This design comes from an exercise in tuning for small area on the open sky130 flow, not from production work. In this exercise RTL edits were held to simulation tests only and were not proved equivalent to the original. No activity file was given, so power comes from the tool's default toggle rates.

<file path="run.sh">
#!/bin/bash
# synth_recipe.tcl (not shown) runs the flow's synth.tcl, then flattens the netlist and writes it again
# the make line also repeats each setting of config.mk as NAME=value (left out here)
make -C /OpenROAD-flow-scripts/flow DESIGN_CONFIG=/design/flow/config.mk WORK_HOME=/design/flow/orfs CLKGATE_MAP_FILE= SYNTH_SCRIPT=/design/flow/synth_recipe.tcl finish
</file>
<file path="config.mk">
export PLATFORM = sky130hd
export DESIGN_NAME = vpx_brd_ctrl_core
export DESIGN_NICKNAME = vpx_brd_ctrl_core
export VERILOG_FILES = /design/flow/design.v
export SDC_FILE = /design/flow/constraint.sdc
export NUM_CORES = 4
export LEC_CHECK = 0
export CAP_MARGIN = 20
export CORE_MARGIN = 2
export CORE_UTILIZATION = 40
export SLEW_MARGIN = 20
</file>
<file path="design.v">
`timescale 1ns / 1ps
`timescale 1ns / 1ps
module reset_req_s
 (
	input  wire		clk,
	input  wire		rst_n,
	input  wire		resetfull_req_n,	 
	input  wire		sreset_req_n,		 
	input  wire		cs_por_n,			 
	input  wire		cs_resetfull_n,		 
	input  wire		cs_reset_n,			 
	input  wire		cs_resetstat_n,		 
	output wire		resetfull_out_n,	 
	output wire		reset_out_n			 
 );
localparam	IDLE    = 4'd0;
localparam	RF_CHK  = 4'd1;
localparam	RF_AS0  = 4'd2;
localparam	RF_AS   = 4'd3;
localparam	RF_DLY  = 4'd4;
localparam	RF_REL0 = 4'd5;
localparam	RF_REL  = 4'd6;
localparam	SR_CHK  = 4'd7;
localparam	SR_AS0  = 4'd8;
localparam	SR_AS   = 4'd9;
localparam	SR_DLY  = 4'd10;
localparam	SR_REL0 = 4'd11;
localparam	SR_REL  = 4'd12;
reg		[3:0]	st;
reg		[14:0]	cnt;
wire	chk_done = cnt[11] & cnt[8] & cnt[7] & cnt[6] & cnt[2];			 
wire	dly_done = cnt[14] & cnt[13] & cnt[8] & cnt[7] & cnt[5] & cnt[3];	 
wire	rel_done = cnt[6] & cnt[5] & cnt[2];								 
wire	cs_run  = cs_por_n & cs_resetfull_n & cs_reset_n;
wire	cs_rel  = cs_run & cs_resetstat_n;
wire	cs_rfd  = cs_por_n & ~cs_resetfull_n & cs_reset_n & ~cs_resetstat_n;
wire	cs_srd  = cs_por_n & cs_resetfull_n & ~cs_reset_n & ~cs_resetstat_n;
assign	resetfull_out_n = ~(st == RF_AS || st == RF_DLY || st == RF_REL0);
assign	reset_out_n     = ~(st == SR_AS || st == SR_DLY || st == SR_REL0);
always @(posedge clk or negedge rst_n) begin
	if(~rst_n) begin
		st  <= IDLE;
		cnt <= 15'd0;
	end
	else begin
		case (st)
		IDLE: begin
			cnt <= 15'd0;
			if(~resetfull_req_n)
				st <= RF_CHK;
			else if(~sreset_req_n)
				st <= SR_CHK;
		end
		RF_CHK: begin
			if(cs_run) begin
				if(chk_done) begin
					st  <= RF_AS0;
					cnt <= 15'd0;
				end
				else
					cnt <= cnt + 1'b1;
			end
			else
				cnt <= 15'd0;
		end
		RF_AS0, RF_AS: begin
			cnt <= 15'd0;
			st  <= resetfull_req_n ? RF_DLY : RF_AS;
		end
		RF_DLY: begin
			if(cs_rfd) begin
				if(dly_done) begin
					st  <= RF_REL0;
					cnt <= 15'd0;
				end
				else
					cnt <= cnt + 1'b1;
			end
			else
				cnt <= 15'd0;
		end
		RF_REL0, RF_REL: begin
			st <= RF_REL;
			if(cs_rel) begin
				if(rel_done) begin
					st  <= IDLE;
					cnt <= 15'd0;
				end
				else
					cnt <= cnt + 1'b1;
			end
			else
				cnt <= 15'd0;
		end
		SR_CHK: begin
			if(~resetfull_req_n)
				st <= RF_CHK;
			else if(cs_run) begin
				if(chk_done) begin
					st  <= SR_AS0;
					cnt <= 15'd0;
				end
				else
					cnt <= cnt + 1'b1;
			end
			else
				cnt <= 15'd0;
		end
		SR_AS0, SR_AS: begin
			cnt <= 15'd0;
			st  <= sreset_req_n ? SR_DLY : SR_AS;
		end
		SR_DLY: begin
			if(cs_srd) begin
				if(dly_done) begin
					st  <= SR_REL0;
					cnt <= 15'd0;
				end
				else
					cnt <= cnt + 1'b1;
			end
			else
				cnt <= 15'd0;
		end
		SR_REL0, SR_REL: begin
			st <= SR_REL;
			if(cs_rel) begin
				if(rel_done) begin
					st  <= IDLE;
					cnt <= 15'd0;
				end
				else
					cnt <= cnt + 1'b1;
			end
			else
				cnt <= 15'd0;
		end
		default: begin
			st  <= IDLE;
			cnt <= 15'd0;
		end
		endcase
	end
end
endmodule
`timescale 1ns / 1ps
module ad9516_rom (
	input wire [6:0] r,
	input wire [4:0] b,
	output wire sa,
	output wire sb
);
function [23:0] ad_rom_a;
	input [6:0] r;
	begin
		case (r)
			7'd0: ad_rom_a = 24'h000099;
			7'd1: ad_rom_a = 24'h000100;
			7'd2: ad_rom_a = 24'h000200;
			7'd3: ad_rom_a = 24'h000341;
			7'd4: ad_rom_a = 24'h000400;
			7'd5: ad_rom_a = 24'h00107C;
			7'd6: ad_rom_a = 24'h00110A;
			7'd7: ad_rom_a = 24'h001200;
			7'd8: ad_rom_a = 24'h001300;
			7'd9: ad_rom_a = 24'h00140F;
			7'd10: ad_rom_a = 24'h001500;
			7'd11: ad_rom_a = 24'h001605;
			7'd12: ad_rom_a = 24'h001702;
			7'd13: ad_rom_a = 24'h001806;
			7'd14: ad_rom_a = 24'h001940;
			7'd15: ad_rom_a = 24'h001A00;
			7'd16: ad_rom_a = 24'h001BA0;
			7'd17: ad_rom_a = 24'h001C22;
			7'd18: ad_rom_a = 24'h001D08;
			7'd19: ad_rom_a = 24'h001E00;
			7'd20: ad_rom_a = 24'h001F00;
			7'd21: ad_rom_a = 24'h00A001;
			7'd22: ad_rom_a = 24'h00A100;
			7'd23: ad_rom_a = 24'h00A200;
			7'd24: ad_rom_a = 24'h00A301;
			7'd25: ad_rom_a = 24'h00A400;
			7'd26: ad_rom_a = 24'h00A500;
			7'd27: ad_rom_a = 24'h00A601;
			7'd28: ad_rom_a = 24'h00A700;
			7'd29: ad_rom_a = 24'h00A800;
			7'd30: ad_rom_a = 24'h00A901;
			7'd31: ad_rom_a = 24'h00AA00;
			7'd32: ad_rom_a = 24'h00AB00;
			7'd33: ad_rom_a = 24'h00F008;
			7'd34: ad_rom_a = 24'h00F108;
			7'd35: ad_rom_a = 24'h00F208;
			7'd36: ad_rom_a = 24'h00F308;
			7'd37: ad_rom_a = 24'h00F408;
			7'd38: ad_rom_a = 24'h00F508;
			7'd39: ad_rom_a = 24'h014002;
			7'd40: ad_rom_a = 24'h014102;
			7'd41: ad_rom_a = 24'h014202;
			7'd42: ad_rom_a = 24'h014302;
			7'd43: ad_rom_a = 24'h019022;
			7'd44: ad_rom_a = 24'h019100;
			7'd45: ad_rom_a = 24'h019200;
			7'd46: ad_rom_a = 24'h019311;
			7'd47: ad_rom_a = 24'h019400;
			7'd48: ad_rom_a = 24'h019500;
			7'd49: ad_rom_a = 24'h019611;
			7'd50: ad_rom_a = 24'h019700;
			7'd51: ad_rom_a = 24'h019800;
			7'd52: ad_rom_a = 24'h019911;
			7'd53: ad_rom_a = 24'h019A00;
			7'd54: ad_rom_a = 24'h019B00;
			7'd55: ad_rom_a = 24'h019C20;
			7'd56: ad_rom_a = 24'h019D00;
			7'd57: ad_rom_a = 24'h019E11;
			7'd58: ad_rom_a = 24'h019F00;
			7'd59: ad_rom_a = 24'h01A000;
			7'd60: ad_rom_a = 24'h01A120;
			7'd61: ad_rom_a = 24'h01A200;
			7'd62: ad_rom_a = 24'h01A300;
			7'd63: ad_rom_a = 24'h01E004;
			7'd64: ad_rom_a = 24'h01E102;
			7'd65: ad_rom_a = 24'h023000;
			7'd66: ad_rom_a = 24'h023100;
			7'd67: ad_rom_a = 24'h023201;
			7'd68: ad_rom_a = 24'h001807;
			7'd69: ad_rom_a = 24'h023201;
			default: ad_rom_a = 24'h000000;
		endcase
	end
endfunction
function [23:0] ad_rom_d;
	input [6:0] r;
	begin
		case (r)
			7'd8: ad_rom_d = 24'h00000A;
			7'd43: ad_rom_d = 24'h000033;
			7'd46: ad_rom_d = 24'h000003;
			7'd57: ad_rom_d = 24'h000003;
			7'd63: ad_rom_d = 24'h000006;
			default: ad_rom_d = 24'h000000;
		endcase
	end
endfunction
wire [23:0] wa = ad_rom_a(r);
wire [23:0] wd = ad_rom_d(r);
assign sa = wa[b];
assign sb = wa[b] ^ wd[b];
endmodule
`timescale 1ns / 1ps
module dsp_spi
 (
	input  wire			clk,			 
	input  wire			rst_n,
	input  wire			DSP_SSEL1,
	input  wire			DSP_SCK1,
	input  wire			DSP_MOSI1,
	output reg			DSP_MISO1,
	input  wire	[15:0]	gpio_i,			 
	input  wire			st_phy_int,		 
	input  wire	[4:0]	st_rst,			 
	input  wire	[2:0]	st_misc,		 
	output reg	[3:0]	led_reg,		 
	output reg			phy_reg,		 
	output reg	[3:0]	misc_reg		 
 );
reg			[1:0]	ssel_s;
reg			[2:0]	sck_s;
reg			[1:0]	mosi_s;
reg 		[4:0] 	spi_c;
reg					rw;
reg			[6:0]	addr;
reg			[3:0]	data_w;
reg			[2:0]	wr_cng;
reg			[7:0]	data_r_hold;
reg			[7:0]	pre_r;
wire				ssel     = ssel_s[1];
wire				sck_fall =  sck_s[2] & ~sck_s[1];
wire				sck_rise = ~sck_s[2] &  sck_s[1];
wire				mosi     = mosi_s[1];
wire				rdy          = (spi_c == 5'h8) & rw;
wire				wr_event_cng = spi_c[4] & ~rw;		 
wire				wr_event     = wr_cng[1] ^ wr_cng[2];
always @(posedge clk or negedge rst_n) begin
	if(~rst_n) begin
		ssel_s <= 2'b11;
		sck_s  <= 3'b000;
		wr_cng <= 3'b000;
	end
	else begin
		ssel_s <= {ssel_s[0], DSP_SSEL1};
		sck_s  <= {sck_s[1:0], DSP_SCK1};
		wr_cng <= {wr_cng[1:0], wr_event_cng};
	end
end
always @(posedge clk)
	mosi_s <= {mosi_s[0], DSP_MOSI1};
always @(posedge clk or negedge rst_n) begin
	if(~rst_n) begin
		spi_c  <= 5'h0;
		rw     <= 1'b0;
		addr   <= 7'h0;
		data_w <= 4'h0;
	end
	else if(ssel)
		spi_c <= 5'h0;
	else if(sck_fall) begin
		spi_c <= spi_c[4] ? 5'h0 : spi_c + 1'b1;
		if(spi_c == 5'h0) begin
			rw     <= mosi;
			addr   <= 7'h0;
			data_w <= 4'h0;
		end
		else if(spi_c[4:3] == 2'b00)
			addr <= {addr[5:0], mosi};
		else if(~spi_c[4] & ~rw)
			data_w <= {data_w[2:0], mosi};
	end
end
always @(posedge clk or negedge rst_n) begin
	if(~rst_n) begin
		led_reg  <= 4'b0;
		phy_reg  <= 1'b1;
		misc_reg <= 4'b0011;
	end
	else if(wr_event) begin
		case(addr)
			7'h0: led_reg  <= data_w;
			7'h1: phy_reg  <= data_w[1];
			7'h7: misc_reg <= data_w;
			default: ;
		endcase
	end
end
wire		[2:0]	addr_nx = sck_fall ? {addr[1:0], mosi} : addr[2:0];
always @(posedge clk) begin
	case(addr_nx)
		3'd1: pre_r <= {gpio_i[7:1], st_phy_int};
		3'd3: pre_r <= gpio_i[15:8];
		3'd6: pre_r <= {gpio_i[7:5], st_rst};
		3'd7: pre_r <= {gpio_i[7], st_misc, gpio_i[3:0]};
		default: pre_r <= gpio_i[7:0];
	endcase
end
reg			[7:0]	data_r;
always @(*) begin
	if(addr[6:3] != 4'h0)
		data_r = 8'h0;
	else begin
		case(addr[2:0])
			3'd0: data_r = {4'h0, led_reg};
			3'd1: data_r = {6'h0, phy_reg, pre_r[0]};
			3'd4: data_r = 8'h2b;
			3'd5: data_r = 8'h08;
			3'd6: data_r = {3'h0, pre_r[4:0]};
			3'd7: data_r = {1'b0, pre_r[6:4], misc_reg};
			default: data_r = pre_r;
		endcase
	end
end
always @(posedge clk or negedge rst_n) begin
	if(~rst_n)
		data_r_hold <= 8'h0;
	else if(rdy)
		data_r_hold <= data_r;
end
always @(posedge clk or negedge rst_n) begin
	if(~rst_n)
		DSP_MISO1 <= 1'b0;
	else if(ssel)
		DSP_MISO1 <= 1'b0;
	else if(sck_rise) begin
		if(spi_c[4:3] == 2'b01) begin
			if(rw)
				DSP_MISO1 <= data_r_hold[~spi_c[2:0]];
		end
		else
			DSP_MISO1 <= 1'b0;
	end
end
endmodule
`timescale 1ns / 1ps
 `timescale 1ns / 1ps
module vpx_brd_ctrl_core
 (
	clk,   						 
	rst_n,						 
	vcc1p0_pgood_i,
	vcc3p3_fmc_pgood_i,
	vcc_vadj_fmc_pgood_i,
	vcc1p2_pgood_i,
	vcc1p8_fpga_pgood_i,
	vcc1p5_fpga_pgood_i,
	vcc0p75_fpga_pgood_i,
	vcc1p0_mgtavcc_pgood_i,
	vcc1p2_mgtavtt_pgood_i,
	vcc3p3_pgood_i,
	dspa_sspcs1_i,		  			 
	dspa_sspck_i,					 
	dspa_sspmiso_o,					 
	dspa_sspmosi_i,         		 
	dspb_sspcs1_i,		  			 
	dspb_sspck_i,					 
	dspb_sspmiso_o,					 
	dspb_sspmosi_i,         		 
	vcc2p5_pgood_i,			
	vcc1p8_dsp_pgood_i,     
	vcc1p5_dsp_pgood_i,	    
	vcc0p75_dsp_pgood_i,	
	sys_pgood_o,			
	vcc2p5_en_o,			
	vcc1p8_dsp_en_o,        
	vcc1p5_dsp_en_o,				
	vcc0p75_dsp_en_o,		
	dspa_gpio_i,					 
	dspa_gpio_o,					 
	dspa_gpio_en,					 
	dspb_gpio_i,					 
	dspb_gpio_o,					 
	dspb_gpio_en,					 
	full_reset_i,					 
	dspa_warm_reset_i,				 
	dspb_warm_reset_i,				 
	fpga_rst_i,						 
	fpga_rst_o,						 
	dspa_trgrstz_i, 				 
	dspb_trgrstz_i, 				 
	dspa_debug_led_o,				 
	dspb_debug_led_o,				 
	dspa_porz_o,					 
	dspa_resetfullz_o,				 
	dspa_resetz_o,					 
	dspa_lresetz_o,					 
	dspa_coresel_o,					 
	dspa_resetstat_n_i,				 
	dspa_nmiz_o,					 
	dspa_lresetnmienz_o,			 
	dspa_bootcomplete_i,             
	dspa_paclksel_o,				 
	dspa_hout_i,					 
	dspa_sysclkout_i,				 
	dspa_timi0_o,					 
	dspb_porz_o,					 
	dspb_resetfullz_o,				 
	dspb_resetz_o,					 
	dspb_lresetz_o,					 
	dspb_coresel_o,					 
	dspb_resetstat_n_i,				 
	dspb_nmiz_o,					 
	dspb_lresetnmienz_o,			 
	dspb_bootcomplete_i,             
	dspb_paclksel_o,				 
	dspb_hout_i,					 
	dspb_sysclkout_i,				 
	dspb_timi0_o,					 
	dspa_phy_int_n_i,				 
	dspa_phy_rst_n_o,				 
	dspb_phy_int_n_i,				 
	dspb_phy_rst_n_o,				 
	dspa_ucd9222_pg1_i,				 
	dspa_ucd9222_pg2_i,				 
	dspa_ucd9222_ena1_o,   			 
	dspa_ucd9222_ena2_o,			 
	dspa_pgucd9222_i,				 
	dspa_ucd9222_rst_n_o,			 
	dspb_ucd9222_pg1_i,				 
	dspb_ucd9222_pg2_i,				 
	dspb_ucd9222_ena1_o,   			 
	dspb_ucd9222_ena2_o,			 
	dspb_pgucd9222_i,				 
	dspb_ucd9222_rst_n_o,			 
	dspa_pca9306_en_o,				 
	dspb_pca9306_en_o,				 
	dspa_nand_wp_o,					 
	dspa_nor_wp_n_o,				 
	dspa_eeprom_wp_o,				 
	dspb_nand_wp_o,					 
	dspb_nor_wp_n_o,				 
	dspb_eeprom_wp_o,				 
    dspa_vid_oe_n_o, 
	dspb_vid_oe_n_o, 
	ad9516_1_clock_reset_o,
	ad9516_1_cs_o, 
	ad9516_1_pd_o,
	ad9516_1_refsel_o,
	ad9516_1_sclk_o,
	ad9516_1_sdi_o,
	ad9516_1_ld_i,
	ad9516_2_clock_reset_o,
	ad9516_2_cs_o, 
	ad9516_2_pd_o,
	ad9516_2_refsel_o,
	ad9516_2_sclk_o,
	ad9516_2_sdi_o,
	ad9516_2_ld_i,
	sp3an_debug_led_o,
	front_led_o,
	sw_fsel_o,
	sw_qfg_o,
	srio_rst_n_o,
	sw_spd_o,
	fmc1_pg_c2m_o,
	fmc2_pg_c2m_o,
	dspa_tsip0_fsa0_o,
	dspa_tsip0_clka0_o,
	dspb_tsip0_fsa0_o,
	dspb_tsip0_clka0_o
 );
input			clk;
input			rst_n;
input   		vcc1p0_pgood_i;
input   		vcc3p3_fmc_pgood_i;
input   		vcc_vadj_fmc_pgood_i;
input   		vcc1p2_pgood_i;
input   		vcc1p8_fpga_pgood_i;
input   		vcc1p5_fpga_pgood_i;
input   		vcc0p75_fpga_pgood_i;
input   		vcc1p0_mgtavcc_pgood_i;
input   		vcc1p2_mgtavtt_pgood_i;
input   		vcc3p3_pgood_i;
input			dspa_sspcs1_i;
input			dspa_sspck_i;
output			dspa_sspmiso_o;
input			dspa_sspmosi_i;
input			dspb_sspcs1_i;
input			dspb_sspck_i;
output			dspb_sspmiso_o;
input			dspb_sspmosi_i;
input			vcc2p5_pgood_i;
input			vcc1p8_dsp_pgood_i;
input			vcc1p5_dsp_pgood_i;
input			vcc0p75_dsp_pgood_i;
output			sys_pgood_o;
output			vcc2p5_en_o;
output			vcc1p8_dsp_en_o;
output			vcc1p5_dsp_en_o;
output			vcc0p75_dsp_en_o;
reg				vcc2p5_en_o;
reg				vcc1p8_dsp_en_o;
reg				vcc1p5_dsp_en_o;
reg				vcc0p75_dsp_en_o;
input	[15:0]	dspa_gpio_i;
output	[15:0]	dspa_gpio_o;
output			dspa_gpio_en;
reg   			dspa_gpio_en;
input	[15:0]	dspb_gpio_i;
output	[15:0]	dspb_gpio_o;
output			dspb_gpio_en;
reg   			dspb_gpio_en;
input			full_reset_i;
input			dspa_warm_reset_i;
input			dspb_warm_reset_i;
input			fpga_rst_i;
input       	dspa_trgrstz_i;
input       	dspb_trgrstz_i;
output			fpga_rst_o;
wire			full_reset_i_f;
wire			dspa_warm_reset_i_f;
wire			dspb_warm_reset_i_f;
wire			fpga_rst_i_f;
output	[3:0]	dspa_debug_led_o;
output	[3:0]	dspb_debug_led_o;
output			dspa_porz_o;
output			dspa_resetfullz_o;
output			dspa_resetz_o;
output			dspa_lresetz_o;
input			dspa_resetstat_n_i;
output			dspa_lresetnmienz_o;
output	[3:0]	dspa_coresel_o;
output			dspa_nmiz_o;
output			dspa_paclksel_o;
input			dspa_hout_i;
input			dspa_bootcomplete_i;
input			dspa_sysclkout_i;
output 			dspa_timi0_o; 
output			dspb_porz_o;
output			dspb_resetfullz_o;
output			dspb_resetz_o;
output			dspb_lresetz_o;
input			dspb_resetstat_n_i;
output			dspb_lresetnmienz_o;
output	[3:0]	dspb_coresel_o;
output			dspb_nmiz_o;
output			dspb_paclksel_o;
input			dspb_hout_i;
input			dspb_bootcomplete_i;
input			dspb_sysclkout_i;
output 			dspb_timi0_o; 
input			dspa_phy_int_n_i;
output			dspa_phy_rst_n_o;
input			dspb_phy_int_n_i;
output			dspb_phy_rst_n_o;
input			dspa_ucd9222_pg1_i;
input			dspa_ucd9222_pg2_i;
output			dspa_ucd9222_ena1_o;
output			dspa_ucd9222_ena2_o;
input			dspa_pgucd9222_i;
output			dspa_ucd9222_rst_n_o;
input			dspb_ucd9222_pg1_i;
input			dspb_ucd9222_pg2_i;
output			dspb_ucd9222_ena1_o;
output			dspb_ucd9222_ena2_o;
input			dspb_pgucd9222_i;
output			dspb_ucd9222_rst_n_o;
output			dspa_pca9306_en_o;
output			dspb_pca9306_en_o;
output			dspa_nand_wp_o;
output			dspa_nor_wp_n_o;
output			dspa_eeprom_wp_o;
output			dspb_nand_wp_o;
output			dspb_nor_wp_n_o;
output			dspb_eeprom_wp_o;
output 			dspa_vid_oe_n_o;
output 			dspb_vid_oe_n_o;
output			ad9516_1_clock_reset_o;
output			ad9516_1_cs_o;
output			ad9516_1_pd_o;
output			ad9516_1_refsel_o;
output			ad9516_1_sclk_o;
output			ad9516_1_sdi_o;
input			ad9516_1_ld_i;
output			ad9516_2_clock_reset_o;
output			ad9516_2_cs_o;
output			ad9516_2_pd_o;
output			ad9516_2_refsel_o;
output			ad9516_2_sclk_o;
output			ad9516_2_sdi_o;
input			ad9516_2_ld_i;
wire			ad9516_1_cfg_done;
wire			ad9516_2_cfg_done;
output	[7:0]	sp3an_debug_led_o;
output	[1:0]	front_led_o;
output	[1:0]	sw_fsel_o;
output	[7:0]	sw_qfg_o;
output			srio_rst_n_o;
output	[2:0]	sw_spd_o;
reg				srio_rst_n_o;
output			fmc1_pg_c2m_o;
output			fmc2_pg_c2m_o;
output			dspa_tsip0_fsa0_o;
output			dspa_tsip0_clka0_o;
output			dspb_tsip0_fsa0_o;
output			dspb_tsip0_clka0_o;
reg				ir_run;			 
reg				ir_rel;			 
reg				fpga_ireset_n;
reg		[11:0]	dcnt;
wire			dcnt_wrap = dcnt[11] & dcnt[8] & dcnt[7] & dcnt[6] & dcnt[2];	 
wire			dcnt_lo0  = (dcnt[11:4] == 8'h0);
wire			dcnt_is2  = dcnt_lo0 & (dcnt[3:0] == 4'd2);
wire			dcnt_is3  = dcnt_lo0 & (dcnt[3:0] == 4'd3);
wire			dcnt_is10 = dcnt_lo0 & (dcnt[3:0] == 4'd10);
always @(posedge clk or negedge rst_n) begin
	if(~rst_n) begin
		ir_run <= 1'b0;
		ir_rel <= 1'b0;
		fpga_ireset_n <= 1'b0;
		dcnt <= 12'hfff;
	end
	else begin
		ir_run <= 1'b1;
		if(ir_run & dcnt_wrap)
			ir_rel <= 1'b1;
		if(ir_rel)
			fpga_ireset_n <= 1'b1;
		if(dcnt_wrap | (ir_rel & ~fpga_ireset_n))
			dcnt <= 12'h0;
		else
			dcnt <= dcnt + 1'b1;
	end
end
reg				dclk;
wire			sample_en = dcnt_wrap & ~dclk;
always @(posedge clk or negedge fpga_ireset_n) begin
	if(~fpga_ireset_n)
		dclk <= 1'b0;
	else if(dcnt_wrap)
		dclk <= ~dclk;
end
reg		[3:0]	smp_full, smp_wa, smp_wb, smp_frst;
always @(posedge clk or negedge fpga_ireset_n) begin
	if(~fpga_ireset_n) begin
		smp_full <= 4'hf;
		smp_wa   <= 4'hf;
		smp_wb   <= 4'hf;
		smp_frst <= 4'hf;
	end
	else if(sample_en) begin
		smp_full <= {smp_full[2:0], full_reset_i};
		smp_wa   <= {smp_wa[2:0],   dspa_warm_reset_i};
		smp_wb   <= {smp_wb[2:0],   dspb_warm_reset_i};
		smp_frst <= {smp_frst[2:0], fpga_rst_i};
	end
end
reg				resetfull_req_n;	 
reg				wra_f;				 
reg				wrb_f;				 
reg				frst_f;				 
reg				fpga_rst_o_r;		 
always @(posedge clk or negedge fpga_ireset_n) begin
	if(~fpga_ireset_n) begin
		resetfull_req_n <= 1'b1;
		wra_f <= 1'b1;
		wrb_f <= 1'b1;
		frst_f <= 1'b1;
		fpga_rst_o_r <= 1'b1;
	end
	else begin
		if(dcnt_is3)
			resetfull_req_n <= (&smp_full) | (resetfull_req_n & (|smp_full));
		if(dcnt_is2) begin
			wra_f  <= (&smp_wa)   | (wra_f  & (|smp_wa));
			wrb_f  <= (&smp_wb)   | (wrb_f  & (|smp_wb));
			frst_f <= (&smp_frst) | (frst_f & (|smp_frst));
		end
		if(dcnt_is3 & ~frst_f)
			fpga_rst_o_r <= 1'b0;
		else if(dcnt_is10 & frst_f)
			fpga_rst_o_r <= 1'b1;
	end
end
assign fpga_rst_o = fpga_rst_o_r;
reg				trga_s1, trga_s2, trgb_s1, trgb_s2;
reg				dspa_softreset_req_n, dspb_softreset_req_n;
reg		[1:0]	dspa_resetstat_nd, dspb_resetstat_nd;
always @(posedge clk or negedge fpga_ireset_n) begin
	if(~fpga_ireset_n) begin
		trga_s1 <= 1'b1;
		trga_s2 <= 1'b1;
		trgb_s1 <= 1'b1;
		trgb_s2 <= 1'b1;
		dspa_softreset_req_n <= 1'b1;
		dspb_softreset_req_n <= 1'b1;
		dspa_resetstat_nd <= 2'b00;
		dspb_resetstat_nd <= 2'b00;
	end
	else begin
		trga_s1 <= dspa_trgrstz_i;
		trga_s2 <= trga_s1;
		trgb_s1 <= dspb_trgrstz_i;
		trgb_s2 <= trgb_s1;
		dspa_softreset_req_n <= wra_f & trga_s2;
		dspb_softreset_req_n <= wrb_f & trgb_s2;
		dspa_resetstat_nd <= {dspa_resetstat_nd[0], dspa_resetstat_n_i};
		dspb_resetstat_nd <= {dspb_resetstat_nd[0], dspb_resetstat_n_i};
	end
end
reg				full_s1, frst_s1, wa_s1, wb_s1;
reg				phya_s1, phyb_s1;
reg				boota_s1, sysa_s1, houta_s1, bootb_s1, sysb_s1, houtb_s1;
always @(posedge clk) begin
	full_s1  <= full_reset_i;
	frst_s1  <= fpga_rst_i;
	wa_s1    <= dspa_warm_reset_i;
	wb_s1    <= dspb_warm_reset_i;
	phya_s1  <= dspa_phy_int_n_i;
	phyb_s1  <= dspb_phy_int_n_i;
	boota_s1 <= dspa_bootcomplete_i;
	sysa_s1  <= dspa_sysclkout_i;
	houta_s1 <= dspa_hout_i;
	bootb_s1 <= dspb_bootcomplete_i;
	sysb_s1  <= dspb_sysclkout_i;
	houtb_s1 <= dspb_hout_i;
end
reg				pgm_d0, pgm_d1;
reg				v2p5_d0, v2p5_d1, ucd_d0, ucd_d1, v1p8_d0, v1p8_d1;
reg				v1p5_d0, v1p5_d1, v075_d0, v075_d1;
reg				pg_ex_dsp, all_power;
always @(posedge clk or negedge fpga_ireset_n) begin
	if(~fpga_ireset_n) begin
		pgm_d0 <= 1'b0;  pgm_d1 <= 1'b0;
		v2p5_d0 <= 1'b0; v2p5_d1 <= 1'b0;
		ucd_d0 <= 1'b0;  ucd_d1 <= 1'b0;
		v1p8_d0 <= 1'b0; v1p8_d1 <= 1'b0;
		v1p5_d0 <= 1'b0; v1p5_d1 <= 1'b0;
		v075_d0 <= 1'b0; v075_d1 <= 1'b0;
		pg_ex_dsp <= 1'b0;
		all_power <= 1'b0;
	end
	else begin
		pgm_d0 <= vcc1p0_pgood_i & vcc3p3_fmc_pgood_i & vcc_vadj_fmc_pgood_i &
		          vcc1p2_pgood_i & vcc1p8_fpga_pgood_i & vcc1p5_fpga_pgood_i &
		          vcc0p75_fpga_pgood_i & vcc1p0_mgtavcc_pgood_i & vcc1p2_mgtavtt_pgood_i &
		          vcc3p3_pgood_i;
		pgm_d1 <= pgm_d0;
		v2p5_d0 <= vcc2p5_pgood_i;       v2p5_d1 <= v2p5_d0;
		ucd_d0 <= dspa_ucd9222_pg1_i & dspa_ucd9222_pg2_i & dspa_pgucd9222_i &
		          dspb_ucd9222_pg1_i & dspb_ucd9222_pg2_i & dspb_pgucd9222_i;
		ucd_d1 <= ucd_d0;
		v1p8_d0 <= vcc1p8_dsp_pgood_i;   v1p8_d1 <= v1p8_d0;
		v1p5_d0 <= vcc1p5_dsp_pgood_i;   v1p5_d1 <= v1p5_d0;
		v075_d0 <= vcc0p75_dsp_pgood_i;  v075_d1 <= v075_d0;
		pg_ex_dsp <= pgm_d1;
		all_power <= pgm_d1 & v2p5_d1 & ucd_d1 & v1p8_d1 & v1p5_d1 & v075_d1;
	end
end
reg		[2:0]	ce_10m_cnt;
wire			clk_10mhz_ce = ce_10m_cnt[2];	 
always @(posedge clk or negedge fpga_ireset_n) begin
	if(~fpga_ireset_n)
		ce_10m_cnt <= 3'd0;
	else if(clk_10mhz_ce)
		ce_10m_cnt <= 3'd0;
	else
		ce_10m_cnt <= ce_10m_cnt + 1'b1;
end
reg		[25:0]	debug_led_cnt;
always @(posedge clk or negedge fpga_ireset_n) begin
	if(~fpga_ireset_n)
		debug_led_cnt <= 26'b0;
	else if(clk_10mhz_ce) begin
		if(all_power)
			debug_led_cnt <= debug_led_cnt + 1'b1;
		else
			debug_led_cnt <= 26'b0;
	end
end
assign	sp3an_debug_led_o = debug_led_cnt[25:18];
always @(posedge clk or negedge fpga_ireset_n) begin
	if(~fpga_ireset_n)
		srio_rst_n_o <= 1'b0;
	else
		srio_rst_n_o <= all_power;
end
assign 	sw_fsel_o	= 	2'b11;
assign	sw_spd_o	=	3'b101;
assign  sw_qfg_o	=   8'b0;
assign	fmc1_pg_c2m_o = all_power;
assign	fmc2_pg_c2m_o = all_power;
assign	sys_pgood_o   = all_power;
assign	front_led_o[1] = all_power;
reg		[1:0]	clk_div;
reg				tsip_clk;
reg		[6:0]	fs_cnt;
reg				tsip_fs;
wire			tsip_clk_rise = clk_div[1] & ~tsip_clk;
always @(posedge clk or negedge fpga_ireset_n) begin
	if(~fpga_ireset_n) begin
		clk_div <= 2'd0;
		tsip_clk <= 1'b0;
		fs_cnt <= 7'd0;
		tsip_fs <= 1'b0;
	end
	else begin
		clk_div <= clk_div[1] ? 2'd0 : clk_div + 1'b1;
		if(clk_div[1])
			tsip_clk <= ~tsip_clk;
		if(tsip_clk_rise) begin
			fs_cnt <= fs_cnt + 1'b1;
			tsip_fs <= &fs_cnt;
		end
	end
end
assign	dspa_tsip0_clka0_o = tsip_clk;
assign	dspb_tsip0_clka0_o = tsip_clk;
assign	dspa_tsip0_fsa0_o  = tsip_fs;
assign	dspb_tsip0_fsa0_o  = tsip_fs;
parameter 		SM_IDLE	  = 4'h0;
parameter 		SM_V2P5	  = 4'h1;
parameter 		SM_PMBS_1 = 4'h2;
parameter 		SM_PMBS_2 = 4'h3;
parameter 		SM_V1P8	  = 4'h4;
parameter 		SM_V1P5	  = 4'h5;
parameter 		SM_V075	  = 4'h6;
parameter 		SM_CLKG	  = 4'h7;
parameter 		SM_PORWR  = 4'h8;
parameter 		SM_WAIT	  = 4'h9;
parameter 		SM_PWOK	  = 4'ha;
parameter 		SM_POFF1  = 4'hb;
parameter 		SM_POFF2  = 4'hc;
parameter 		SM_FAIL	  = 4'hd;
reg		[3:0]	PW_SM;
reg		[15:0]	PW_c;
reg				ucd_ena;
reg				vid_oe_n;
reg				set_ad9516;
reg		[1:0]	ld_d;
wire			c_idle_done = PW_c[15] & PW_c[14] & PW_c[9] & PW_c[8] & PW_c[6] & PW_c[4];	 
wire			c_done = PW_c[14] & PW_c[13] & PW_c[8] & PW_c[7] & PW_c[5] & PW_c[3];		 
always @(posedge clk or negedge fpga_ireset_n) begin
	if(~fpga_ireset_n) begin
		PW_SM <= SM_IDLE;
		PW_c <= 16'h0;
		ucd_ena <= 1'b0;
		vcc1p5_dsp_en_o <= 1'b0;
		vcc1p8_dsp_en_o <= 1'b0;
		vcc0p75_dsp_en_o <= 1'b0;
		vcc2p5_en_o <= 1'b0;
		set_ad9516 <= 1'b0;
		vid_oe_n <= 1'b1;
	end
	else begin
		case (PW_SM)
			SM_IDLE: begin
				if(pg_ex_dsp) begin
					if(c_idle_done) begin
						PW_SM <= SM_V2P5;
						PW_c  <= 16'h0;
					end
					else
						PW_c  <= PW_c + 1'b1;
				end
				else
					PW_c <= 16'h0;
			end
			SM_V2P5: begin
				if(pg_ex_dsp) begin
					vcc2p5_en_o <= 1'b1;
					if(v2p5_d1) begin
						if(c_done) begin
							PW_SM <= SM_PMBS_1;
							PW_c  <= 16'h0;
						end
						else
							PW_c  <= PW_c + 1'b1;
					end
					else
						PW_c <= 16'h0;
				end
				else
					PW_SM <= SM_FAIL;
			end
			SM_PMBS_1: begin
				if(pg_ex_dsp) begin
					ucd_ena <= 1'b1;
					if(c_done) begin
						PW_SM <= SM_PMBS_2;
						PW_c  <= 16'h0;
					end
					else
						PW_c  <= PW_c + 1'b1;
				end
				else
					PW_SM <= SM_FAIL;
			end
			SM_PMBS_2: begin
				if(pg_ex_dsp) begin
					if(ucd_d1) begin
						if(c_done) begin
							PW_SM <= SM_V1P8;
							PW_c  <= 16'h0;
						end
						else
							PW_c  <= PW_c + 1'b1;
					end
					else
						PW_c  <= 16'h0;
				end
				else
					PW_SM <= SM_FAIL;
			end
			SM_V1P8: begin
				if(pg_ex_dsp) begin
					vcc1p8_dsp_en_o <= 1'b1;
					if(v1p8_d1) begin
						if(c_done) begin
							PW_SM <= SM_V1P5;
							PW_c  <= 16'h0;
							set_ad9516 <= 1'b1;
						end
						else
							PW_c <= PW_c + 1'b1;
					end
					else
						PW_c  <= 16'h0;
				end
				else
					PW_SM <= SM_FAIL;
			end
			SM_V1P5: begin
				if(pg_ex_dsp) begin
					vcc1p5_dsp_en_o <= 1'b1;
					if(v1p5_d1) begin
						if(c_done) begin
							vid_oe_n <= 1'b0;
							PW_SM <= SM_V075;
							PW_c  <= 16'h0;
						end
						else
							PW_c  <= PW_c + 1'b1;
					end
					else
						PW_c  <= 16'h0;
				end
				else
					PW_SM <= SM_FAIL;
			end
			SM_V075: begin
				if(pg_ex_dsp) begin
					vcc0p75_dsp_en_o <= 1'b1;
					if(v075_d1) begin
						if(c_done) begin
							PW_SM <= SM_CLKG;
							PW_c  <= 16'h0;
						end
						else
							PW_c  <= PW_c + 1'b1;
					end
					else
						PW_c  <= 16'h0;
				end
				else
					PW_SM <= SM_FAIL;
			end
			SM_CLKG: begin
				if(all_power) begin
					if(ld_d[1]) begin
						if(c_done) begin
							PW_SM <= SM_PORWR;
							PW_c  <= 16'h0;
							set_ad9516 <= 1'b0;
						end
						else
							PW_c  <= PW_c + 1'b1;
					end
					else
						PW_c  <= 16'h0;
				end
				else
					PW_SM <= SM_POFF1;
			end
			SM_PORWR: begin
				if(all_power) begin
					if(c_done) begin
						PW_SM <= SM_WAIT;
						PW_c  <= 16'h0;
					end
					else
						PW_c  <= PW_c + 1'b1;
				end
				else
					PW_SM <= SM_POFF1;
			end
			SM_WAIT: begin
				if(all_power) begin
					if(dspa_resetstat_nd[1]) begin
						if(c_done) begin
							PW_SM <= SM_PWOK;
							PW_c  <= 16'h0;
						end
						else
							PW_c  <= PW_c + 1'b1;
					end
					else
						PW_c  <= 16'h0;
				end
				else
					PW_SM <= SM_POFF1;
			end
			SM_PWOK: begin
				if(~all_power)
					PW_SM <= SM_POFF1;
			end
			SM_POFF1: begin
				if(c_done) begin
					PW_SM <= SM_POFF2;
					PW_c  <= 16'h0;
				end
				else
					PW_c  <= PW_c + 1'b1;
			end
			default: begin	 
				ucd_ena <= 1'b0;
				vcc1p5_dsp_en_o <= 1'b0;
				vcc1p8_dsp_en_o <= 1'b0;
				vcc0p75_dsp_en_o <= 1'b0;
				vcc2p5_en_o <= 1'b0;
				PW_c <= 16'h0;
				set_ad9516 <= 1'b0;
				vid_oe_n <= 1'b1;
			end
		endcase
	end
end
assign	dspa_ucd9222_ena1_o  = ucd_ena;
assign	dspa_ucd9222_ena2_o  = ucd_ena;
assign	dspb_ucd9222_ena1_o  = ucd_ena;
assign	dspb_ucd9222_ena2_o  = ucd_ena;
assign	dspa_ucd9222_rst_n_o = 1'b1;
assign	dspb_ucd9222_rst_n_o = 1'b1;
assign	dspa_vid_oe_n_o = vid_oe_n;
assign	dspb_vid_oe_n_o = vid_oe_n;
reg		[2:0]	ad_state;
reg		[6:0]	cnt_reg;
reg		[4:0]	cnt_bit;
reg				ad_sen;
reg				ad_sclk;
reg				ad_sdata_1, ad_sdata_2;
wire			rom_1, rom_2;
ad9516_rom Inst_ad9516_rom (.r(cnt_reg), .b(cnt_bit), .sa(rom_1), .sb(rom_2));
always @(posedge clk or negedge fpga_ireset_n) begin
	if(~fpga_ireset_n) begin
		ad_state <= 3'd0;
		ad_sen <= 1'b1;
		ad_sdata_1 <= 1'b0;
		ad_sdata_2 <= 1'b0;
		ad_sclk <= 1'b0;
		cnt_reg <= 7'd0;
		cnt_bit <= 5'd23;
	end
	else if(~set_ad9516) begin
		ad_state <= 3'd0;
		ad_sen <= 1'b1;
		ad_sdata_1 <= 1'b0;
		ad_sdata_2 <= 1'b0;
		ad_sclk <= 1'b0;
		cnt_reg <= 7'd0;
		cnt_bit <= 5'd23;
	end
	else if(clk_10mhz_ce) begin
		case(ad_state)
			3'd0: begin	 
				ad_state <= 3'd1;
			end
			3'd1: begin	 
				ad_state <= 3'd2;
				ad_sclk <= 1'b0;
			end
			3'd2: begin	 
				ad_state <= 3'd3;
				ad_sen <= 1'b0;
				ad_sdata_1 <= rom_1;
				ad_sdata_2 <= rom_2;
			end
			3'd3: begin	 
				ad_state <= 3'd4;
				ad_sclk <= 1'b1;
			end
			3'd4: begin	 
				if(cnt_bit == 5'd0) begin
					ad_state <= 3'd5;
					cnt_bit <= 5'd23;
					ad_sen <= 1'b1;
				end
				else begin
					ad_state <= 3'd1;
					cnt_bit <= cnt_bit - 1'b1;
				end
			end
			3'd5: begin	 
				ad_sclk <= 1'b0;
				if(cnt_reg[6] & cnt_reg[2] & cnt_reg[0]) begin	 
					ad_state <= 3'd6;
					cnt_reg <= 7'd0;
				end
				else begin
					ad_state <= 3'd1;
					cnt_reg <= cnt_reg + 1'b1;
				end
			end
			default: begin	 
				ad_sdata_1 <= 1'b0;
				ad_sdata_2 <= 1'b0;
			end
		endcase
	end
end
assign	ad9516_1_clock_reset_o = 1'b1;
assign	ad9516_1_pd_o          = 1'b1;
assign	ad9516_1_refsel_o      = 1'b0;
assign	ad9516_1_cs_o          = ad_sen;
assign	ad9516_1_sclk_o        = ad_sclk;
assign	ad9516_1_sdi_o         = ad_sdata_1;
assign	ad9516_2_clock_reset_o = 1'b1;
assign	ad9516_2_pd_o          = 1'b1;
assign	ad9516_2_refsel_o      = 1'b0;
assign	ad9516_2_cs_o          = ad_sen;
assign	ad9516_2_sclk_o        = ad_sclk;
assign	ad9516_2_sdi_o         = ad_sdata_2;
reg		[1:0]	ld_run;
always @(posedge clk or negedge fpga_ireset_n) begin
	if(~fpga_ireset_n) begin
		ld_run <= 2'd0;
		ld_d <= 2'b00;
	end
	else begin
		if(clk_10mhz_ce) begin
			if(ad9516_1_ld_i & ad9516_2_ld_i)
				ld_run <= ld_run + {1'b0, ~&ld_run};
			else
				ld_run <= 2'd0;
		end
		ld_d <= {ld_d[0], &ld_run};
	end
end
assign	front_led_o[0] = &ld_run;
wire			dspa_resetfull_out_n, dspa_reset_out_n;
wire			dspb_resetfull_out_n, dspb_reset_out_n;
wire			sm_7_a = (PW_SM >= 4'h7 && PW_SM <= 4'ha);
wire			sm_7_b = (PW_SM >= 4'h7 && PW_SM <= 4'hb);
wire			sm_8_a = (PW_SM >= 4'h8 && PW_SM <= 4'ha);
wire			sm_9_b = (PW_SM >= 4'h9 && PW_SM <= 4'hb);
wire			sm_pwok = (PW_SM == SM_PWOK);
wire			power_fail_check = (PW_SM >= 4'hb && PW_SM <= 4'hd);
assign 	dspa_coresel_o = 4'h0;
assign 	dspb_coresel_o = 4'h0;
assign 	dspa_paclksel_o = 1'b1;
assign 	dspb_paclksel_o = 1'b1;
assign 	dspa_lresetnmienz_o = sm_7_a;
assign 	dspb_lresetnmienz_o = sm_7_a;
assign 	dspa_nmiz_o = sm_7_b;
assign 	dspb_nmiz_o = sm_7_b;
assign 	dspa_lresetz_o = sm_7_b;
assign 	dspb_lresetz_o = sm_7_b;
assign 	dspa_porz_o = sm_8_a;
assign 	dspb_porz_o = sm_8_a;
assign 	dspa_resetfullz_o = sm_9_b & dspa_resetfull_out_n;
assign 	dspb_resetfullz_o = sm_9_b & dspb_resetfull_out_n;
assign 	dspa_resetz_o = sm_7_b & dspa_reset_out_n;
assign 	dspb_resetz_o = sm_7_b & dspb_reset_out_n;
assign	dspa_gpio_o = 16'h0001;
assign	dspb_gpio_o = 16'h0001;
wire	[3:0]	dspa_led_reg, dspb_led_reg;
wire			dspa_phy_reg, dspb_phy_reg;
wire	[3:0]	dspa_misc_reg, dspb_misc_reg;
assign	dspa_debug_led_o = power_fail_check ? 4'h0 : dspa_led_reg;
assign	dspb_debug_led_o = power_fail_check ? 4'h0 : dspb_led_reg;
assign 	dspa_phy_rst_n_o = dspa_porz_o & dspa_resetfullz_o & dspa_phy_reg;
assign 	dspb_phy_rst_n_o = dspb_porz_o & dspb_resetfullz_o & dspb_phy_reg;
wire			dspa_wp_on = sm_pwok & dspa_resetstat_n_i & ~dspa_gpio_en;
wire			dspb_wp_on = sm_pwok & dspb_resetstat_n_i & ~dspb_gpio_en;
assign 	dspa_nand_wp_o   = dspa_wp_on & dspa_misc_reg[0];
assign 	dspb_nand_wp_o   = dspb_wp_on & dspb_misc_reg[0];
assign 	dspa_nor_wp_n_o  = dspa_wp_on & dspa_misc_reg[1];
assign 	dspb_nor_wp_n_o  = dspb_wp_on & dspb_misc_reg[1];
assign 	dspa_eeprom_wp_o = ~dspa_wp_on | dspa_misc_reg[2];
assign 	dspb_eeprom_wp_o = ~dspb_wp_on | dspb_misc_reg[2];
assign 	dspa_pca9306_en_o = sm_pwok & dspa_misc_reg[3];
assign 	dspb_pca9306_en_o = sm_pwok & dspb_misc_reg[3];
reset_req_s Inst_reset_req_ctrl_a
 (
    .clk				(	clk						),
    .rst_n				(	fpga_ireset_n			),
    .resetfull_req_n	(	resetfull_req_n			),
    .sreset_req_n		(	dspa_softreset_req_n	),
    .cs_por_n			(	dspa_porz_o				),
    .cs_resetfull_n		(	dspa_resetfullz_o		),
    .cs_reset_n			(	dspa_resetz_o			),
    .cs_resetstat_n		(	dspa_resetstat_nd[1]	),
    .resetfull_out_n	(	dspa_resetfull_out_n	),
    .reset_out_n		(	dspa_reset_out_n		)
 );
reset_req_s Inst_reset_req_ctrl_b
 (
    .clk				(	clk						),
    .rst_n				(	fpga_ireset_n			),
    .resetfull_req_n	(	resetfull_req_n			),
    .sreset_req_n		(	dspb_softreset_req_n	),
    .cs_por_n			(	dspb_porz_o				),
    .cs_resetfull_n		(	dspb_resetfullz_o		),
    .cs_reset_n			(	dspb_resetz_o			),
    .cs_resetstat_n		(	dspb_resetstat_nd[1]	),
    .resetfull_out_n	(	dspb_resetfull_out_n	),
    .reset_out_n		(	dspb_reset_out_n		)
 );
reg				half_clk;
reg		[3:0]	dspa_gpio_dly, dspb_gpio_dly;
always @(posedge clk or negedge fpga_ireset_n) begin
	if(~fpga_ireset_n)
		half_clk <= 1'b0;
	else
		half_clk <= ~half_clk;
end
always @(posedge clk or negedge fpga_ireset_n) begin
	if(~fpga_ireset_n) begin
		dspa_gpio_en <= 1'b1;
		dspa_gpio_dly <= 4'h0;
	end
	else if(~dspa_resetstat_nd[1] & (~dspa_porz_o | ~dspa_resetfullz_o | dspa_gpio_en)) begin
		dspa_gpio_en <= 1'b1;
		dspa_gpio_dly <= 4'h0;
	end
	else if(dspa_gpio_dly[3] & dspa_gpio_dly[1])
		dspa_gpio_en <= 1'b0;
	else begin
		dspa_gpio_en <= 1'b1;
		dspa_gpio_dly <= dspa_gpio_dly + 1'b1;
	end
end
always @(posedge clk or negedge fpga_ireset_n) begin
	if(~fpga_ireset_n) begin
		dspb_gpio_en <= 1'b1;
		dspb_gpio_dly <= 4'h0;
	end
	else if(~dspb_resetstat_nd[1] & (~dspb_porz_o | ~dspb_resetfullz_o | dspb_gpio_en)) begin
		dspb_gpio_en <= 1'b1;
		dspb_gpio_dly <= 4'h0;
	end
	else if(dspb_gpio_dly[3] & dspb_gpio_dly[1])
		dspb_gpio_en <= 1'b0;
	else begin
		dspb_gpio_en <= 1'b1;
		dspb_gpio_dly <= dspb_gpio_dly + 1'b1;
	end
end
assign	dspa_timi0_o = ~dspa_gpio_en & ~half_clk;
assign	dspb_timi0_o = ~dspb_gpio_en & ~half_clk;
dsp_spi Inst_dspa_spi
 (
    .clk			(	clk					),
    .rst_n			(	fpga_ireset_n		),
    .DSP_SSEL1		(	dspa_sspcs1_i		),
    .DSP_SCK1		(	dspa_sspck_i		),
    .DSP_MOSI1		(	dspa_sspmosi_i		),
    .DSP_MISO1		(	dspa_sspmiso_o		),
    .gpio_i			(	dspa_gpio_i			),
    .st_phy_int		(	phya_s1				),
    .st_rst			(	{trga_s1, dspa_resetstat_n_i, frst_s1, wa_s1, full_s1}	),
    .st_misc		(	{boota_s1, sysa_s1, houta_s1}	),
    .led_reg		(	dspa_led_reg		),
    .phy_reg		(	dspa_phy_reg		),
    .misc_reg		(	dspa_misc_reg		)
 );
dsp_spi Inst_dspb_spi
 (
    .clk			(	clk					),
    .rst_n			(	fpga_ireset_n		),
    .DSP_SSEL1		(	dspb_sspcs1_i		),
    .DSP_SCK1		(	dspb_sspck_i		),
    .DSP_MOSI1		(	dspb_sspmosi_i		),
    .DSP_MISO1		(	dspb_sspmiso_o		),
    .gpio_i			(	dspb_gpio_i			),
    .st_phy_int		(	phyb_s1				),
    .st_rst			(	{trgb_s1, dspb_resetstat_n_i, frst_s1, wb_s1, full_s1}	),
    .st_misc		(	{bootb_s1, sysb_s1, houtb_s1}	),
    .led_reg		(	dspb_led_reg		),
    .phy_reg		(	dspb_phy_reg		),
    .misc_reg		(	dspb_misc_reg		)
 );
endmodule
</file>
<file path="constraint.sdc">
create_clock -name core_clock -period 20.0 [get_ports {clk}]
set_input_delay 4.0000 -clock core_clock [delete_from_list [all_inputs] [get_ports {clk}]]
set_output_delay 4.0000 -clock core_clock [all_outputs]
set_load 0.01 [all_outputs]
</file>
==> run notes <==
## cell families after synthesis
logic type               after synthesis  share of synthesized area
AND/OR/NAND/NOR                      717                     0.2096
other                                  2                  0.0004380
XOR/XNOR                              53                    0.02707
buffers and inverters                246                    0.07508
adder cells (fa/ha/maj)               25                    0.01810
AO/OA/AOI/OAI                        431                     0.1645
multiplexers                          65                    0.04487
flip-flops                           319                     0.4603
## how the worst min path moves through the flow
stage	cells after the start	slack [ps]	to	startpoint
after detailed placement	0	310	Inst_dspb_spi.mosi_s[1]	Inst_dspb_spi.mosi_s[0]
after global routing	0	330	Inst_dspb_spi.mosi_s[1]	Inst_dspb_spi.mosi_s[0]
after global placement	0	310	Inst_dspb_spi.mosi_s[1]	Inst_dspb_spi.mosi_s[0]
after floorplan	0	310	Inst_dspa_spi.mosi_s[1]	Inst_dspa_spi.mosi_s[0]
final	0	320	Inst_dspb_spi.mosi_s[1]	Inst_dspb_spi.mosi_s[0]
after CTS	0	320	Inst_dspb_spi.mosi_s[1]	Inst_dspb_spi.mosi_s[0]
## power groups by stage
| stage | Combinational [uW] | Sequential (uW) | Clock [uW] |
|---|---|---|---|
| 3_5_place_dp | 41.4 | 678 | 0 |
| 5_1_grt | 46.6 | 669 | 744 |
| 6_report | 41.8 | 667 | 697 |
| 4_1_cts | 41.6 | 667 | 720 |
| 3_3_place_gp | 40.9 | 678 | 0 |
| 2_1_floorplan | 33.8 | 672 | 0 |
## routing by layer
layer	up-vias	GRT usage	share of wire
met1	6647	0.2602	0.46
li1	6627	-	-
met5	-	0	0
met4	0	0.05974	0.022
met3	70	0.02929	0.049
met2	369	0.2843	0.47
## synthesized netlist by cell type (all sizes together) (15+ instances only)
cell type / instances
dfrtp: 230
nand2: 202
nor2: 157
o21ai: 136
buf: 119
a21oi: 93
clkbuf: 66
nand3: 65
inv: 60
dfstp: 57
nand2b: 50
mux2: 45
and3: 39
nand4: 34
a31oi: 32
dfxtp: 32
nor3: 30
nor2b: 29
xnor2: 27
and2: 26
xor2: 26
ha: 24
a22o: 20
nand3b: 16
mux2i: 15
## per-stage QoR
step	instances	total power [uW]	hold WS (ps)	instance area (um2)
after floorplan	1920	705.9	309.6	17380
after global placement	2434	719.0	311.0	18570
after CTS	2504	1429	323.1	19830
final	2504	1406	323.4	19850
after detailed placement	2434	719.9	312.1	18570
after global routing	2504	1460	326.5	19850
## final cells by class
type                    count  area, um2
inverters                  61      229.0
well taps                 539      674.4
flip-flops and latches    319       7898
clock buffers              51       1060
multi-input cells        1355       8212
repair buffers            160       1575
fillers                  4011      22290
clock inverters            19      201.4
==> run notes <==
- Pre-CTS setup slack: 10260 ps
- Asr flop ratio synth: 0.8997
- VDD IR max: 0.00006521 V
- Slowest cell on crit path: clkdlybuf4s50_1
- Antenna fix cells: 0
- Post_cts resized: 0
- Setup TNS: 0 ps
- Total CTS buffers: 38
- CTS Hold Bufs: 0
- Most frequent CP cell: clkdlybuf4s50_1
- CP startpoint kind: input pin
- Reg2reg end: Inst_reset_req_ctrl_b.cnt[0]
- Worst slew margin: 0.3509
- RD Place Congestion: 0.9456
- Syn_area_per_cell: 9.229 um2
- Clk latency of the worst-skew pair: 560 ps
- Global-route wire length before repair: 67080 um
- CTS H-tree lvls: 2
- Largest delay share family, worst path: buffers and inverters
- Cell-internal power: 1092 uW
- WL final: 41140 um
- CP Max Fanout: 3
- Starting density of the core: 0.4070
- Pre-Repair DR Iteration Count: 5
- Crit path DAT: 5750 ps
- Crit. End Element: output pin
- Area delta synth->final: 15.75%
- Clk root buf: clkbuf_16
- Slew Viols, Final: 0
- Status: timing/DRC/antenna clean
- Post-synth top area share: 0.3356
- Initial antenna violation count: 0
- Distinct cell type count after synthesis: 92
- Share of layout cells above drive strength 1: 0.1028
- Chip width: 211.1 um
- Most common cell after layout, fill and taps aside: dfrtp_1
- Core Box Area: 42130 um2
- CP startpoint: dspb_resetstat_n_i
- Main synth FF type: dfrtp_1
- Regs by FF count: debug_led_cnt x26, PW_c x16
- Vias: 13713
- Sequential area share after synthesis: 0.4603
- Vias per cell: 5.476
- Fin nets: 2037
- Part of the power in registers: 0.474
- Clock sink count: 319
- Switching Share: 0.2234
- Period minus WS final: 9749 ps
- GRT Util Overall: 0.1828
- Iter 0 DRT Violations: 1079
- Lkg Pwr: 0.008392 uW
- Pin count of the biggest net entering global routing: 84
- Mapped Cells: 1858
- Critical path buffers and inverters: 2
- Crit-path cells: clkdlybuf4s50_1, nor3b_1, and2_1, clkdlybuf4s50_1
- R2R Setup Slk: 16540 ps
- Hold Fails Final Rpt: 0
- Max_cap viols: 0
- Total congestion overflow: 0
- EDFF count, synth: 0
- CP peak stage delay: 540 ps
- Die height: 211.1 um
- Worst Hold Class: flop to flop
- I/O Buffers: 148
- Net switching power: 314.1 uW
- Rows: 75
- FMAX: 102.6 MHz
- # IOs: 212
- Fin util: 0.4711
- Remaining DRCs: 0
- CP Capture Point: dspb_nor_wp_n_o
- Final cycle utilization of the critical path: 0.4874
- Area leader, netlist: dfrtp_1
- Postcts setup bufs: 0
- CTS tree: built
- Die area: 44540 um2
- Most frequent cells in the layout: dfrtp_1 (229), nand2_1 (202), nor2_1 (157)
- Clk_skew: 23.28 ps
- Unrepaired setup endpoints after global routing: no
- Setup ws final: 10250 ps
- Max reg flops: 26
- Combinational share of power: 0.030
- R2R depth: 6
- Clock share of power: 0.496
- Cell area after synthesis: 17150 um2
- Antenna-violating nets left: 0
- Register with the most flip-flops: debug_led_cnt
- Worst r2r src: PW_SM[3]
- Pwr Density: 70.85 nW/um2
- Main area contributors after synthesis: dfrtp_1 (34%), dfstp_2 (8.7%), nand2_1 (4.4%), buf_4 (3.9%), dfxtp_1 (3.7%)
- Worst Max-Slew Pin Slew: 973.7 ps
- Final setup fails: 0
- Critical Path Stages: 4
- Clk slew on worst S/H paths: 60 ps
- #FFs+latches synth: 319
- Vias in the first global route: 12962
- Drt wl/cell: 16.43 um
- Dpl hpwl: 28390 um
- WS Path Type: input pin to output pin
- Warnings, synthesis: 4
- Worst-case clock buffer depth: 3
- Worst Path Required: 16000 ps

==> afterwards: timing with drivers on the ports <==
Ports are ideal in the flow. The routed layout listed here was re-timed in OpenROAD.
Step 1, drivers: a clkbuf_16 drives clk and a buf_2 each remaining input, both assumed.
Step 2 also shifts input and output timing later by t, the mid clock arrival at the registers, as if the neighbouring blocks saw the same clock.
Slacks: no drivers / after step 1 / after step 2; pairs: no drivers / after step 1.
t, ns: 0.599
setup slack, ns: 10.251 / 10.178 / 10.178
slew at the worst register clock pin (ns): 0.07 / 0.07
cell pins on the clock port's net: 1
After both steps this run still meets setup and hold. For this run, drivers alone change the setup slack by -0.073 ns; drivers and shift together by -0.073 ns.
